What follows belongs to an exercise in optimizing a design on an open flow for small area and a short achievable clock period; a production flow would make more cautious choices.
No functional check of the RTL was part of any run shown here.
Power is estimated from default activity; no workload was simulated.

## flow/design.v (module list and top-level ports; edited modules follow where they fit)
// module fa: 10 lines
// module ha: 9 lines
// module karatsaub: 2936 lines
module karatsaub (
    input             clk,
    input             rst,
    input             in_valid,
    input      [31:0] in_a,
    input      [31:0] in_b,
    output            out_valid,
    output reg [63:0] out_c
);
  // ...
==> flow/flow/run.sh <==
#!/bin/bash
# Layout flow: the standard synthesis unchanged, then the standard ORFS
# layout steps with timing repair aimed below the clock period (a larger
# setup slack margin).  Each step's output goes to its own log.
set -e
bash standard.sh synth > synth.log 2>&1
bash standard.sh SETUP_SLACK_MARGIN=6.95 finish > layout.log 2>&1
==> flow/standard.sh <==
#!/bin/bash
# synth_recipe.tcl (not shown) runs the flow's synth.tcl, then flattens the netlist and writes it again
# the make line also repeats each setting of config.mk as NAME=value (left out here)
make -C /OpenROAD-flow-scripts/flow DESIGN_CONFIG=/design/flow/config.mk WORK_HOME=/design/flow/orfs CLKGATE_MAP_FILE= SYNTH_SCRIPT=/design/flow/synth_recipe.tcl "${@:-finish}"
==> flow/config.mk <==
export PLATFORM = sky130hd
export DESIGN_NAME = karatsaub
export DESIGN_NICKNAME = karatsaub
export VERILOG_FILES = /design/flow/design.v
export SDC_FILE = /design/flow/constraint.sdc
export NUM_CORES = 4
export LEC_CHECK = 0
export ABC_AREA = 1
export CAP_MARGIN = 20
export CORE_MARGIN = 2
export CORE_UTILIZATION = 40
export SLEW_MARGIN = 20
export SYNTH_HIERARCHICAL = 1
==> flow/constraint.sdc <==
create_clock -name core_clock -period 10.0 [get_ports {clk}]
set_input_delay 2.0000 -clock core_clock [delete_from_list [all_inputs] [get_ports {clk}]]
set_output_delay 2.0000 -clock core_clock [all_outputs]
set_load 0.01 [all_outputs]
==> flow_summary.ini, run 1 <==
[outcome]
outcome = complete, no violations

[synth]
synth-simple-area-share_pct = 6.02
synth-edff-count = 0
synth_area_leaders = fa_1, dfxtp_1, xor2_1

[global_routing]
grt_pass1_wl_mm = 152
grt_use_met2_pct = 37.4

[drt]
wl_mm = 99.6
ant_nets = 0
via_per_inst = 5.71

[timing]
slew_headroom_pct = 33.7
clock-skew-final_ns = 0.0476
fin_ws_ns = 6.91
worst_pin_slew_ns = 0.994

[floorplanning]
dieArea_um2 = 83600
dieHeight_um = 289
taps = 1060

[worst_setup_path]
reg2reg_slack_ns = 6.96
reg2reg_depth = 5
path_cells = buf_6
crit_buf_inv = 1

[clocking]
root_buffer = clkbuf_16
htree_levels = 2

[cells_and_area]
multi_input_gates = 2175
final_common_cell = xor2_1
regArea_um2 = 9720
synthToLayoutAreaGrowth_pct = 11.3
largest_reg_flops = 64
nets = 3645

[placement]
hpwl_mm = 60.5
finalWeightedCongestion = 0.854

[power]
p_sw_share_pct = 41.4
==> run 2: changes to the inputs <==
--- a/flow/config.mk
+++ b/flow/config.mk
@@ -9,5 +9,5 @@
 export CAP_MARGIN = 20
 export CORE_MARGIN = 2
-export CORE_UTILIZATION = 40
+export CORE_UTILIZATION = 65
 export SLEW_MARGIN = 20
 export SYNTH_HIERARCHICAL = 1
==> flow_summary.ini, run 2 <==
[outcome]
outcome = complete, no violations

[synth]
synthArstFlopShare_pct = 0.849
ys_seq_area_share_pct = 29.0
syn_inst = 3076
synth_area_leaders = fa_1, dfxtp_1, xor2_1
synth-edff-count = 0
synth_area_um2 = 32500
synth_most_common_cell = xor2_1
synth_top_area_share_pct = 31.3
syn_area_per_cell_um2 = 10.6
yosys.area.top_type = fa_1
ys_top_cells_by_count = xor2_1, fa_1, o22ai_1
synthDistinctLibCells = 37
ys_ff_latch = 471
ys.flop_type = dfxtp_1
yosysWarnings = 7

[cells_and_area]
largest_register = out_c
nFillCells = 3529
nets = 3653
fin_util_pct = 72.5
largest_reg_flops = 64
final_common_cell = xor2_1
top_regs = out_c (64), vld (4)
synthToLayoutAreaGrowth_pct = 9.60
final_cell_mix = xor2_1, fa_1, o22ai_1
drive_above_1_share_pct = 10.4

[timing]
clock-skew-final_ns = 0.0335
slew_headroom_pct = 31.8
fin_setup_tns_ns = 0
hold_violations = 0
slew_viol_final = 0
setup_viol = 0
rsz0062_at_grt = yes
final.period_utilization_pct = 30.7
fmax_ghz = 0.326
worst_pin_slew_ns = 1.02
fin_crit_ns = 3.07

[floorplanning]
initial_core_util_pct = 66.2
core_um2 = 49200
core.rowCount = 81
dieArea_um2 = 51900
dieHeight_um = 228
die_w_um = 228
num_io_pins = 132

[drt]
avgRoutedWirePerCell_um = 25.7
drtIter0Drc = 3046
wl_mm = 95.8
ant_nets = 0
post-route-drc-count = 0
drt-pass1-iter-count = 7
vias = 24400
via_per_inst = 6.56

[placement]
finalWeightedCongestion = 0.912
hpwl_mm = 59.5
numPortBuffers = 131

[global_routing]
overflow = 0
grt_pass1_vias = 26500
grt_start_max_net_pins = 36
grt_pass1_wl_mm = 149
grt_use_total_pct = 37.2
antenna_found_initial = 4

[job]
drv_cap = 0

[worst_setup_path]
critPathSlowestCell = dfrtp_1
crit_type = reg -> out
cp_max_fo = 1
crit_buf_inv = 1
endpoint_kind = primary output
path_delay_family = flip-flops
critPathRequiredTime_ns = 8.00
max_stage_delay_ns = 0.35
arrival_ns = 1.07
start_kind = flip-flop
path_cells = buf_2

[clocking]
root_buffer = clkbuf_16
cts_sinks = 471
clk_pin_slew_ns = 0.06
max-clock-path-buffers = 3
clk_latency_ns = 0.61
cts_tree = built
htree_levels = 2
cts_made_buffers = 49

[power]
p_leak_uw = 0.0152
powerDensity_nw_per_um2 = 348
vdd_drop_max_mv = 0.227

[hold_path]
hold_path.class = reg -> reg
[run 2: cell counts after synthesis]
Identical to the previous run, type by type.
[run 2: modules after synthesis, one instance, submodules excluded]
module     flip-flops and latches  cells  times used  cell area [µm²]
ha                              0      1          51             12.5
fa                              0      1         509             20.0
karatsaub                     471   2516           1            21700
[run 2: power by group]
| group | switching (µW) | leakage (µW) | total, µW | internal [µW] |
|---|---|---|---|---|
| Combinational | 3650 | 0.0103 | 6810 | 3150 |
| Clock | 784 | 0.000855 | 1990 | 1210 |
| Sequential | 661 | 0.00399 | 3610 | 2950 |
| Total | 5100 | 0.0152 | 12400 | 7310 |
[run 2: layout make-up]
class | instances | area, µm² | area share (%)
Antenna cell | 1 | 2.50 | 0.00702
Multi-Input combinational cell | 2175 | 21400 | 59.9
Clock inverter | 31 | 473 | 1.33
Inverter | 149 | 563 | 1.58
Sequential cell | 471 | 9660 | 27.1
Clock buffer | 59 | 1280 | 3.60
Timing Repair Buffer | 174 | 1480 | 4.14
Tap cell | 664 | 831 | 2.33
[run 2: logic make-up (layout without fill, tap and decap cells)]
group	count (synthesis)	count (layout)	share of synthesized area, %
xor gates and xnor gates	556	556	15.0
other	1	17	0.0115
AOI/OAI and AO/OA	578	578	11.0
adders and majority gates	566	566	33.5
buffers and inverters	445	413	5.46
and+or+nand+nor	459	459	6.02
DFF	471	471	29.0
[run 2: per-layer routing]
| layer | track usage (%) | vias to the layer above | wire length (µm) |
|---|---|---|---|
| met5 | 0 | - | 118 |
| met2 | 57.1 | 1846 | 42700 |
| li1 | - | 9975 | - |
| met1 | 47.4 | 12100 | 35200 |
| met3 | 13.0 | 507 | 12700 |
| met4 | 18.0 | 10 | 5150 |
[run 2: final timing paths]
path                       slack, ns                  to                from  depth (start not counted)
min                             0.32  r3_n1230_0$_DFF_P_  r2_n1230_0$_DFF_P_                          0
min in group asynchronous       1.60    vld[0]$_DFF_PP0_                 rst                          2
max in group asynchronous       8.25    vld[2]$_DFF_PP0_                 rst                          2
max reg2reg                     6.96  r2_n1044_0$_DFF_P_     r1_n601$_DFF_P_                          5
min reg2reg                     0.32  r3_n1230_0$_DFF_P_  r2_n1230_0$_DFF_P_                          0
max                             6.93           out_valid    vld[3]$_DFF_PP0_                          1
[run 2: timing repair]
item / 4_1_cts / 5_1_grt
setup endpoints to repair: 112 / 107
hold buffers: 0 / 0
gates resized for setup: 287 / 73
cloned: 0 / 0
setup buffers: 0 / 2
[run 2: metrics by stage]
step	instance area (µm²)	total power [µW]	cells	setup slack (ns)	hold slack, ns
floorplan	32600	8000	3091	6.99	0.310
global placement	33900	10200	3631	6.84	0.315
detailed placement	33900	10500	3631	6.76	0.315
CTS	35400	12400	3721	6.91	0.326
global route	35700	13600	3723	6.89	0.338
finish	35700	12400	3724	6.93	0.323
==> run 3: changes to the inputs <==
--- a/flow/config.mk
+++ b/flow/config.mk
@@ -9,5 +9,7 @@
 export CAP_MARGIN = 20
 export CORE_MARGIN = 2
-export CORE_UTILIZATION = 65
+export CORE_UTILIZATION = 40
+export CTS_CLUSTER_DIAMETER = 200
+export CTS_CLUSTER_SIZE = 15
 export SLEW_MARGIN = 20
 export SYNTH_HIERARCHICAL = 1
==> flow_summary.ini, run 3 <==
[floorplanning]
core_um2 = 80500
die_w_um = 289
initial_core_util_pct = 40.4
core.rowCount = 104
num_io_pins = 132
dieArea_um2 = 83600
dieHeight_um = 289

[clocking]
cts_hold_buffers = 0
cts_tree = built
root_buffer = clkbuf_16
cts_sinks = 471
htree_levels = 2
clk_pin_slew_ns = 0.06
clk_latency_ns = 0.60
cts_made_buffers = 37
max-clock-path-buffers = 3

[synth]
synth_most_common_cell = xor2_1
ys_top_cells_by_count = xor2_1, fa_1, o22ai_1
synthArstFlopShare_pct = 0.849
synth_area_um2 = 32500
synth_top_area_share_pct = 31.3
yosysWarnings = 7
ys_ff_latch = 471
ys_seq_area_share_pct = 29.0
yosys.area.top_type = fa_1
ys.flop_type = dfxtp_1
syn_area_per_cell_um2 = 10.6
synth_area_leaders = fa_1, dfxtp_1, xor2_1
syn_inst = 3076
synthDistinctLibCells = 37
synth-edff-count = 0

[hold_path]
hold_path.class = reg -> reg

[cells_and_area]
synthToLayoutAreaGrowth_pct = 8.50
final_cell_mix = xor2_1, fa_1, o22ai_1
largest_reg_flops = 64
final_common_cell = xor2_1
drive_above_1_share_pct = 9.37
nFillCells = 7544
finalNonFillerCells = 4060
top_regs = out_c (64), vld (4)
largest_register = out_c
n_antenna_cell = 0
nets = 3630

[worst_setup_path]
crit_top_cell = fa_1
max_stage_delay_ns = 0.97
arrival_ns = 3.51
crit_type = reg -> reg
start_kind = flip-flop
crit_buf_inv = 0
critPathRequiredTime_ns = 10.44
path_delay_family = adder cells
endpoint_kind = flip-flop
path_cells = o22ai_1, xor2_1, fa_1, fa_1, fa_1
critPathSlowestCell = dfxtp_2
cp_max_fo = 32

[placement]
finalWeightedCongestion = 0.854
hpwl_mm = 60.5
numPortBuffers = 131
place_inst = 4015

[global_routing]
grt_pass1_wl_mm = 152
antenna_found_initial = 0
grt_pass1_vias = 24900
overflow = 0
grt_use_total_pct = 24.1
grt_start_max_net_pins = 36

[outcome]
outcome = complete, no violations

[timing]
hold_violations = 0
rsz0062_at_grt = yes
slew_headroom_pct = 32.9
clock-skew-final_ns = 0.0412
slew_viol_final = 0
fmax_ghz = 0.325
worst_pin_slew_ns = 1.01
final.period_utilization_pct = 30.8
fin_setup_tns_ns = 0
setup_viol = 0
fin_crit_ns = 3.08

[drt]
post-route-drc-count = 0
drt-pass1-iter-count = 5
via_per_inst = 5.76
drtIter0Drc = 2370
ant_nets = 0
vias = 23400
wl_mm = 99.6
avgRoutedWirePerCell_um = 24.5

[power]
powerDensity_nw_per_um2 = 332
p_total_uw = 11700
switchingPower_uw = 4970
p_sw_share_pct = 42.4
p_int_uw = 6740
pwr-share-clk_pct = 12.0
p_leak_uw = 0.0147
p_seq_share_pct = 31.2
p_comb_share_pct = 56.8
vdd_drop_max_mv = 0.168

[job]
drv_cap = 0
## run 3: cell counts after synthesis
Identical to the previous run, type by type.
## run 3: modules after synthesis, one instance, submodules excluded
module | cells | copies in the design
fa | 1 | 509
ha | 1 | 51
karatsaub | 2516 | 1
## run 3: layout make-up
class                   count  area, µm²  share of cell area, %
repair buffers            163       1340                   3.81
well taps                1060       1330                   3.76
flip-flops and latches    471       9700                   27.5
clock buffers              40        980                   2.78
inverters                 149        563                   1.59
multi-input cells        2175      21400                   60.5
clock inverters             2       20.0                 0.0567
## run 3: metal layers
metal | vias up | share of wire (%) | GRT usage (%)
met2 | 1499 | 45 | 37.5
met4 | 0 | 4.5 | 10.2
met5 | - | 0 | 0
li1 | 9897 | - | -
met3 | 372 | 12 | 7.88
met1 | 11600 | 39 | 30.9
## run 3: kinds of logic (layout without fill, tap and decap cells)
family | Yosys count | in the layout | share of synthesized area, %
simple gates | 459 | 459 | 6.02
fa+ha+maj | 566 | 566 | 33.5
buf+inv | 445 | 354 | 5.46
flops | 471 | 471 | 29.0
compound gates | 578 | 578 | 11.0
other cells | 1 | 16 | 0.0115
xor+xnor | 556 | 556 | 15.0
## run 3: what timing repair did
action	in CTS	in global routing
endpoints found under the setup margin	149	78
setup buffers	0	3
pin swaps	0	0
endpoints found under the hold margin	0	0
resized for setup	316	48
## run 3: per-stage QoR
| stage | util (%) | instance area [µm²] | setup WS, ns | hold WS, ns |
|---|---|---|---|---|
| after floorplan | - | 32600 | 6.99 | 0.310 |
| after global placement | 42.6 | 34300 | 6.76 | 0.311 |
| after detailed placement | 42.6 | 34300 | 6.74 | 0.314 |
| after CTS | 43.6 | 35100 | 6.90 | 0.329 |
| after global routing | 43.8 | 35300 | 6.89 | 0.337 |
| final | 43.8 | 35300 | 6.92 | 0.327 |
## run 3: path summary, 6_finish.rpt
path                                   from           endpoint  slack, ns  cells after the start
max                         r1_n600$_DFF_P_  r2_n938_0$_DFF_P_       6.92                      5
min                        r3_n1626$_DFF_P_   out_c[4]$_DFF_P_       0.33                      0
max reg2reg                 r1_n600$_DFF_P_  r2_n938_0$_DFF_P_       6.92                      5
min reg2reg                r3_n1626$_DFF_P_   out_c[4]$_DFF_P_       0.33                      0
max in group asynchronous               rst   vld[1]$_DFF_PP0_       8.25                      2
min in group asynchronous               rst   vld[3]$_DFF_PP0_       1.61                      2
## run 3: worst reg2reg max path: cells and delay by family, from the launching register on
| kind | cells | cell delay [ns] |
|---|---|---|
| flip-flops | 1 | 0.97 |
| AO/OA/AOI/OAI | 1 | 0.23 |
| XOR/XNOR | 1 | 0.21 |
| adder cells (fa/ha/maj) | 3 | 1.53 |
## run 3: power groups by stage
stage          sequential (µW)  clock [µW]  combinational [µW]
2_1_floorplan             3400           0                4600
3_3_place_gp              3670           0                6670
3_5_place_dp              3680           0                6830
4_1_cts                   3640        1450                6780
5_1_grt                   3740        1510                7810
6_report                  3660        1400                6660
==> run 4: changes to the inputs <==
--- a/flow/config.mk
+++ b/flow/config.mk
@@ -9,7 +9,7 @@
 export CAP_MARGIN = 20
 export CORE_MARGIN = 2
-export CORE_UTILIZATION = 40
-export CTS_CLUSTER_DIAMETER = 200
-export CTS_CLUSTER_SIZE = 15
+export CORE_UTILIZATION = 60
+export CTS_CLUSTER_DIAMETER = 150
+export CTS_CLUSTER_SIZE = 25
 export SLEW_MARGIN = 20
 export SYNTH_HIERARCHICAL = 1
==> flow_summary.ini, run 4 <==
[outcome]
outcome = complete, no violations

[drt]
avgRoutedWirePerCell_um = 25.9
post-route-drc-count = 0
drt-pass1-iter-count = 9
ant_nets = 0
wl_mm = 95.3
via_per_inst = 6.48
drtIter0Drc = 2256
vias = 23900

[worst_setup_path]
arrival_ns = 1.08
start_kind = flip-flop
critPathRequiredTime_ns = 8.00
r2r_start = r1_n601$_DFF_P_
crit_buf_inv = 1
critPathSlowestCell = dfxtp_1
max_stage_delay_ns = 0.34
cp_max_fo = 1
endpoint_kind = primary output
path_depth = 1
reg2reg_slack_ns = 6.94
path_cells = buf_2
reg2reg_depth = 5
timing.rr.end = r2_n1095_0$_DFF_P_
path_delay_family = flip-flops
crit_type = reg -> out

[cells_and_area]
largest_reg_flops = 64
top_regs = out_c (64), vld (4)
final_cell_mix = xor2_1, fa_1, o22ai_1
largest_register = out_c
drive_above_1_share_pct = 8.50
synthToLayoutAreaGrowth_pct = 5.99
final_common_cell = xor2_1
nets = 3620

[timing]
rsz0062_at_grt = yes
fin_setup_tns_ns = 0
slew_viol_final = 0
hold_violations = 0
clock-skew-final_ns = 0.0319
worst_pin_slew_ns = 1.06
slew_headroom_pct = 29.3
setup_viol = 0
fmax_ghz = 0.324
final.period_utilization_pct = 30.8
fin_crit_ns = 3.08
fin_ws_ns = 6.92

[synth]
yosys.area.top_type = fa_1
syn_inst = 3076
ys_seq_area_share_pct = 29.0
synth_area_um2 = 32500
yosysWarnings = 7
synthDistinctLibCells = 37
syn_area_per_cell_um2 = 10.6
ys.flop_type = dfxtp_1
ys_ff_latch = 471
synth_area_leaders = fa_1, dfxtp_1, xor2_1
synth_top_area_share_pct = 31.3
ys_top_cells_by_count = xor2_1, fa_1, o22ai_1
synth_most_common_cell = xor2_1
synthArstFlopShare_pct = 0.849
synth-edff-count = 0

[job]
drv_cap = 0

[power]
powerDensity_nw_per_um2 = 329
vdd_drop_max_mv = 0.221
p_total_uw = 11400
p_leak_uw = 0.0146

[floorplanning]
core_um2 = 53700
initial_core_util_pct = 60.6
die_w_um = 237
dieHeight_um = 237
dieArea_um2 = 56100
num_io_pins = 132
core.rowCount = 85

[clocking]
cts_made_buffers = 22
max-clock-path-buffers = 3
cts_tree = built
htree_levels = 1
clk_latency_ns = 0.60
root_buffer = clkbuf_16
cts_sinks = 471
clk_pin_slew_ns = 0.09

[global_routing]
antenna_found_initial = 2
grt_use_total_pct = 34.6
overflow = 0
grt_pass1_wl_mm = 148
grt_pass1_vias = 25500
grt_start_max_net_pins = 36

[hold_path]
min_from = r3_n1623$_DFF_P_
hold_path.class = reg -> reg
min_to = out_c[1]$_DFF_P_
holdPathStages = 0

[placement]
hpwl_mm = 60.1
pre_cts_ws_ns = 6.59
numPortBuffers = 131
finalWeightedCongestion = 0.903
-- run 4: cell counts after synthesis --
Identical to the previous run, type by type.
-- run 4: modules after synthesis, one instance, submodules excluded --
module     times used  area, µm²  flip-flops and latches  cells
fa                509       20.0                       0      1
karatsaub           1      21700                     471   2516
ha                 51       12.5                       0      1
-- run 4: where the power goes --
part	internal [µW]	total (µW)	switching, µW
combinational	3120	6680	3560
clock	439	1040	601
sequential	2940	3630	688
-- run 4: logic make-up after synthesis --
family | count (synthesis) | share of synthesized area [%]
compound gates | 578 | 11.0
xor+xnor | 556 | 15.0
fa+ha+maj | 566 | 33.5
buf+inv | 445 | 5.46
flops | 471 | 29.0
other cells | 1 | 0.0115
simple gates | 459 | 6.02
-- run 4: timing repair --
| action | CTS | global route |
|---|---|---|
| cloned | 0 | 0 |
| resized for setup | 297 | 57 |
| setup endpoints to repair | 132 | 107 |
| buffers inserted | 2 | 0 |
| hold buffers | 0 | 0 |
-- run 4: layout make-up --
type | count | area, µm²
Antenna cell | 1 | 2.50
Clock buffer | 24 | 579
Clock inverter | 1 | 30.0
Fill cell | 4301 | 19200
Inverter | 149 | 563
Multi-Input combinational cell | 2175 | 21400
Sequential cell | 471 | 9670
Tap cell | 696 | 871
Timing Repair Buffer | 168 | 1400
-- run 4: worst max path at each step --
stage	startpoint	to	slack, ns
after floorplan	r1_in_b_1$_DFF_P_	r2_n970_0$_DFF_P_	6.99
after global placement	r1_in_b_31$_DFF_P_	r2_n1117_0$_DFF_P_	6.68
after detailed placement	r1_in_b_31$_DFF_P_	r2_n1044_0$_DFF_P_	6.59
after CTS	out_c[48]$_DFF_P_	out_c[48]	6.80
after global routing	vld[3]$_DFF_PP0_	out_valid	6.89
final	out_c[48]$_DFF_P_	out_c[48]	6.92
-- run 4: worst reg2reg max path, delay by kind of cell, from the launching register on --
kind,cells,cell delay (ns)
compound gates,1,0.22
flops,1,1.04
fa+ha+maj,3,1.51
xor+xnor,1,0.20
-- run 4: through the flow --
stage | hold slack (ns) | cells | utilization (%) | instance area [µm²]
finish | 0.332 | 3685 | 64.2 | 34500
global route | 0.337 | 3684 | 64.2 | 34500
CTS | 0.334 | 3684 | 63.9 | 34300
detailed placement | 0.315 | 3657 | 63.1 | 33900
global placement | 0.312 | 3657 | 63.1 | 33900
floorplan | 0.310 | 3091 | - | 32600
-- run 4: metal layers --
layer | global-route usage [%] | wire [µm] | vias to the layer above
li1 | - | - | 9858
met1 | 45.9 | 36200 | 11900
met2 | 53.8 | 42800 | 1704
met3 | 9.35 | 11900 | 440
met4 | 14.8 | 4400 | 0
met5 | 0 | 0 | -

-- static timing again, ports no longer ideal --
The flow's constraints put no driver on any port. The routed layouts listed below were extracted and timed again, unchanged, in two steps. Step 1 (the two cells are an assumption about what drives the block):
set clk [get_ports {clk}]
set_driving_cell -lib_cell sky130_fd_sc_hd__clkbuf_16 $clk
set_driving_cell -lib_cell sky130_fd_sc_hd__buf_2 [delete_from_list [all_inputs] $clk]
Step 2 adds t to the input delays and takes it off the output delays; t is the mean of the earliest and latest rising clock arrival at the registers after step 1. Input paths then give back, and output paths get back, about the clock's delay inside the block. a / b / c = ideal / step 1 / step 2; a / b = the first two.
run | t, ns | setup WS [ns] | hold slack, ns | latest minus earliest clock arrival (ns) | worst register clock-pin slew, ns
run 1 | 0.683 | 6.908 / 6.841 / 6.893 | 0.323 / 0.323 / 0.323 | 0.049 / 0.049 | 0.07 / 0.07
run 2 | 0.659 | 6.935 / 6.871 / 6.956 | 0.323 / 0.323 / 0.323 | 0.034 / 0.033 | 0.07 / 0.07
run 3 | 0.646 | 6.921 / 6.876 / 6.900 | 0.327 / 0.327 / 0.327 | 0.045 / 0.044 | 0.09 / 0.09
run 4 | 0.651 | 6.916 / 6.851 / 6.919 | 0.332 / 0.332 / 0.332 | 0.033 / 0.033 | 0.12 / 0.12
After both steps every run listed still meets setup and hold. For run 3, which loses most, drivers alone change the setup slack by -0.045 ns; drivers and shift together by -0.021 ns.
